Background: an optimization exercise with open tools, aiming at small area and a short achievable clock period. Do not read the settings as production practice. In this exercise RTL edits were held to simulation tests only and were not proved equivalent to the original.

==> run C: inputs <==
// gte_unr_divide
module gte_unr_divide (
   input  wire        clk,
   input  wire        reset,
   input  wire        trigger,
   input  wire [15:0] lhs,
   input  wire [15:0] rhs,
   output reg  [16:0] result,
   output reg         div_error
);
   wire [9:0]  u1;
   wire tb_000;
   wire tb_001;
   wire tb_002;
   wire tb_003;
   wire tb_004;
   wire tb_005;
   wire tb_006;
   wire tb_007;
   wire tb_008;
   wire tb_009;
   wire tb_010;
   wire tb_011;
   wire tb_012;
   wire tb_013;
   wire tb_014;
   wire tb_015;
   wire tb_016;
   wire tb_017;
   wire tb_018;
   wire tb_019;
   wire tb_020;
   wire tb_021;
   wire tb_022;
   wire tb_023;
   wire tb_024;
   wire tb_025;
   wire tb_026;
   wire tb_027;
   wire tb_028;
   wire tb_029;
   wire tb_030;
   wire tb_031;
   wire tb_032;
   wire tb_033;
   wire tb_034;
   wire tb_035;
   wire tb_036;
   wire tb_037;
   wire tb_038;
   wire tb_039;
   wire tb_040;
   wire tb_041;
   wire tb_042;
   wire tb_043;
   wire tb_044;
   wire tb_045;
   wire tb_046;
   wire tb_047;
   wire tb_048;
   wire tb_049;
   wire tb_050;
   wire tb_051;
   wire tb_052;
   wire tb_053;
   wire tb_054;
   wire tb_055;
   wire tb_056;
   wire tb_057;
   wire tb_058;
   wire tb_059;
   wire tb_060;
   wire tb_061;
   wire tb_062;
   wire tb_063;
   wire tb_064;
   wire tb_065;
   wire tb_066;
   wire tb_067;
   wire tb_068;
   wire tb_069;
   wire tb_070;
   wire tb_071;
   wire tb_072;
   wire tb_073;
   wire tb_074;
   wire tb_075;
   wire tb_076;
   wire tb_077;
   wire tb_078;
   wire tb_079;
   wire tb_080;
   wire tb_081;
   wire tb_082;
   wire tb_083;
   wire tb_084;
   wire tb_085;
   wire tb_086;
   wire tb_087;
   wire tb_088;
   wire tb_089;
   wire tb_090;
   wire tb_091;
   wire tb_092;
   wire tb_093;
   wire tb_094;
   wire tb_095;
   wire tb_096;
   wire tb_097;
  ...
clock: 8.0 ns
lec_check: 0
cap_margin: 20
core_margin: 2
core_utilization: 65
cts_cluster_diameter: 100
cts_cluster_size: 25
setup_slack_margin: 4.7
slew_margin: 20
standard.sh (not shown) runs the stock make flow with config.mk's settings and CLKGATE_MAP_FILE= SYNTH_SCRIPT=/design/flow/synth_recipe.tcl, a recipe that flattens the netlist after the stock synthesis.
==> flow/flow/run.sh <==
#!/bin/bash
set -euo pipefail
bash standard.sh "BUFFER_PORTS_ARGS=-buffer_cell sky130_fd_sc_hd__buf_2" finish > standard_make.log 2>&1
==> run X: changes against run C <==
- SETUP_SLACK_MARGIN: 4.7 -> 4.3
==> results.py <==
metrics = {
    "run_status": {
        "status": "finished clean",
    },
    "layout": {
        "nonClkBufAreaFrac": 0.0215,
        "instances_no_fill": 2691,
        "design_area_um2": 23100,
        "n_fill_cell": 2676,
        "regArea_um2": 6280,
        "multiInputGateArea_um2": 14600,
    },
    "grt": {
        "grt_pass1_wl_um": 85500,
        "met3_usage": 0.0402,
    },
    "drt": {
        "wl_met2_um": 25000,
    },
}
[end of results for run X]
==> results.py <==
metrics = {
    "run_status": {
        "status": "finished clean",
    },
    "layout": {
        "n_fill_cell": 2516,
        "multiInputGateArea_um2": 15200,
        "nonClkBufAreaFrac": 0.0342,
        "regArea_um2": 6350,
        "instances_no_fill": 2715,
        "design_area_um2": 24200,
    },
    "clock_tree": {
        "tritoncts": "done",
    },
    "grt": {
        "met3_usage": 0.0443,
        "grt_pass1_wl_um": 87900,
    },
}
[end of results for run C]


==> try-willow <==
gte_unr_divide, a different RTL version from the one above (not shown whole).
==> flow/config.mk <==
export PLATFORM = sky130hd
export DESIGN_NAME = gte_unr_divide
export DESIGN_NICKNAME = gte_unr_divide
export VERILOG_FILES = /design/flow/design.v
export SDC_FILE = /design/flow/constraint.sdc
export NUM_CORES = 4
export LEC_CHECK = 0
export CAP_MARGIN = 20
export CORE_MARGIN = 2
export CORE_UTILIZATION = 40
export SETUP_SLACK_MARGIN = 4.5
export SLEW_MARGIN = 20
==> flow/constraint.sdc <==
create_clock -name core_clock -period 8.0 [get_ports {clk}]
set_input_delay 1.6000 -clock core_clock [delete_from_list [all_inputs] [get_ports {clk}]]
set_output_delay 1.6000 -clock core_clock [all_outputs]
set_load 0.01 [all_outputs]
run.sh (not shown) runs the stock make flow with config.mk's settings and CLKGATE_MAP_FILE= SYNTH_SCRIPT=/design/flow/synth_recipe.tcl, a recipe that flattens the netlist after the stock synthesis.
Stock flow here: none of the scripts above is used.
==> try-cedar (differences from try-willow) <==
--- a/flow/config.mk
+++ b/flow/config.mk
@@ -7,6 +7,8 @@
 export LEC_CHECK = 0
 export CAP_MARGIN = 20
 export CORE_MARGIN = 2
-export CORE_UTILIZATION = 40
+export CORE_UTILIZATION = 65
+export CTS_CLUSTER_DIAMETER = 100
+export CTS_CLUSTER_SIZE = 25
 export SETUP_SLACK_MARGIN = 4.5
 export SLEW_MARGIN = 20
==> notes.md <==
Syn-to-layout area delta 12.6%; status finished clean; Detailed Routing Iterations Pass 1 8; Total Nets Final 2655; crit start category input port; Final min period 3.46 ns; Post-DP HPWL 38.0 mm; DIE WIDTH 240 um; CP startpoint rhs[6]; Clk Latency, worst-skew pair 0.58 ns
the above is filed under try-willow

==> notes.md <==
Total Nets Final 2639; Detailed Routing Iterations Pass 1 6; DIE WIDTH 189 um; Post-DP HPWL 37.1 mm; TritonCTS Buffers 17; status finished clean; crit start category flip-flop; Clk Latency, worst-skew pair 0.52 ns; die footprint 35800 um^2; Final min period 3.47 ns; biggest cell delay along the critical path 0.42 ns
the above is filed under try-cedar



==> inputs of branch harbor <==
gte_unr_divide again, from the RTL that the note above started with.
clock: 8.0 ns
lec_check: 0
cap_margin: 20
core_margin: 2
core_utilization: 40
slew_margin: 20
standard.sh (not shown) runs the stock make flow with config.mk's settings and CLKGATE_MAP_FILE= SYNTH_SCRIPT=/design/flow/synth_recipe.tcl, a recipe that flattens the netlist after the stock synthesis.
==> flow/flow/run.sh <==
#!/bin/bash
# The standard ORFS layout (standard.sh: the standard flow's synthesis and flow), with two
# changes: the port buffers are buf_2 cells instead of the default choice, and
# the repair steps aim for a tighter setup margin.
set -euo pipefail
MARGIN=$(cat flow/margin.txt)
bash standard.sh "BUFFER_PORTS_ARGS=-buffer_cell sky130_fd_sc_hd__buf_2" "SETUP_SLACK_MARGIN=$MARGIN" finish > standard_make.log 2>&1
==> flow/flow/margin.txt <==
5
==> branch garnet: changes against branch harbor <==
==> flow/run.sh (new file) <==
#!/bin/bash
# synth_recipe.tcl (not shown) runs the flow's synth.tcl, then flattens the netlist and writes it again
# the make line also repeats each setting of config.mk as NAME=value (left out here)
make -C /OpenROAD-flow-scripts/flow DESIGN_CONFIG=/design/flow/config.mk WORK_HOME=/design/flow/orfs CLKGATE_MAP_FILE= SYNTH_SCRIPT=/design/flow/synth_recipe.tcl finish
--- a/flow/config.mk
+++ b/flow/config.mk
@@ -6,6 +6,8 @@
 export NUM_CORES = 4
 export LEC_CHECK = 0
+export ABC_AREA = 1
 export CAP_MARGIN = 20
 export CORE_MARGIN = 2
 export CORE_UTILIZATION = 40
+export SETUP_SLACK_MARGIN = 4.5
 export SLEW_MARGIN = 20
removed: flow/flow/run.sh
removed: flow/flow/margin.txt
removed: flow/standard.sh
==> branch willow: changes against branch harbor <==
==> flow/run.sh (new file) <==
#!/bin/bash
# synth_recipe.tcl (not shown) runs the flow's synth.tcl, then flattens the netlist and writes it again
# the make line also repeats each setting of config.mk as NAME=value (left out here)
make -C /OpenROAD-flow-scripts/flow DESIGN_CONFIG=/design/flow/config.mk WORK_HOME=/design/flow/orfs CLKGATE_MAP_FILE= SYNTH_SCRIPT=/design/flow/synth_recipe.tcl finish
--- a/flow/config.mk
+++ b/flow/config.mk
@@ -9,3 +9,4 @@
 export CORE_MARGIN = 2
 export CORE_UTILIZATION = 40
+export SETUP_SLACK_MARGIN = 5
 export SLEW_MARGIN = 20
removed: flow/flow/run.sh
removed: flow/flow/margin.txt
removed: flow/standard.sh
==> notes <==
Branch harbor ran to the end with no violations. Branch garnet completed with no timing, DRC or antenna violations. Branch willow went through all stages and came out clean.
In branch willow the maximum frequency is higher than in branch harbor, by 0.60%.
Between branch willow and branch garnet, the lower routed wire length is in branch garnet (gap about 1.7%, measured against branch garnet).
Of branch garnet and branch willow, branch garnet has the higher synthesized cell count (gap 12%, measured against branch willow).
Synthesized area: branch willow is larger than branch garnet (about 0.56%).
The highest cell count belongs to branch garnet, the lowest to branch harbor.

-- re-timing with driven ports --
The results above use ideal ports. As a check the final layouts listed here were re-extracted and re-timed, cells and wires unchanged.
Step 1 assumes that a clkbuf_16 drives the clock port and a buf_2 every other input.
Step 2 also shifts input and output timing later by t, the mid clock arrival at the registers, as if the neighbouring blocks saw the same clock.
a / b / c = ideal ports / drivers / drivers and shift; a / b = the first two.
run | t (ns) | setup WS [ns] | worst data-port slew with drivers (ns)
run C | 0.566 | 4.584 / 4.584 / 4.205 | 0.04
run X | 0.556 | 4.334 / 4.334 / 3.937 | 0.03
try-willow | 0.609 | 4.539 / 4.567 / 3.958 | 0.04
try-cedar | 0.565 | 4.529 / 4.529 / 4.039 | 0.04
branch harbor | 0.605 | 4.626 / 4.626 / 4.188 | 0.05
branch garnet | 0.598 | 4.525 / 4.525 / 4.121 | 0.04
branch willow | 0.600 | 4.646 / 4.646 / 4.282 | 0.06
After both steps every run listed still meets setup and hold. The setup slack of try-willow, which loses most, moves by +0.028 ns with the drivers and by -0.581 ns with both steps.
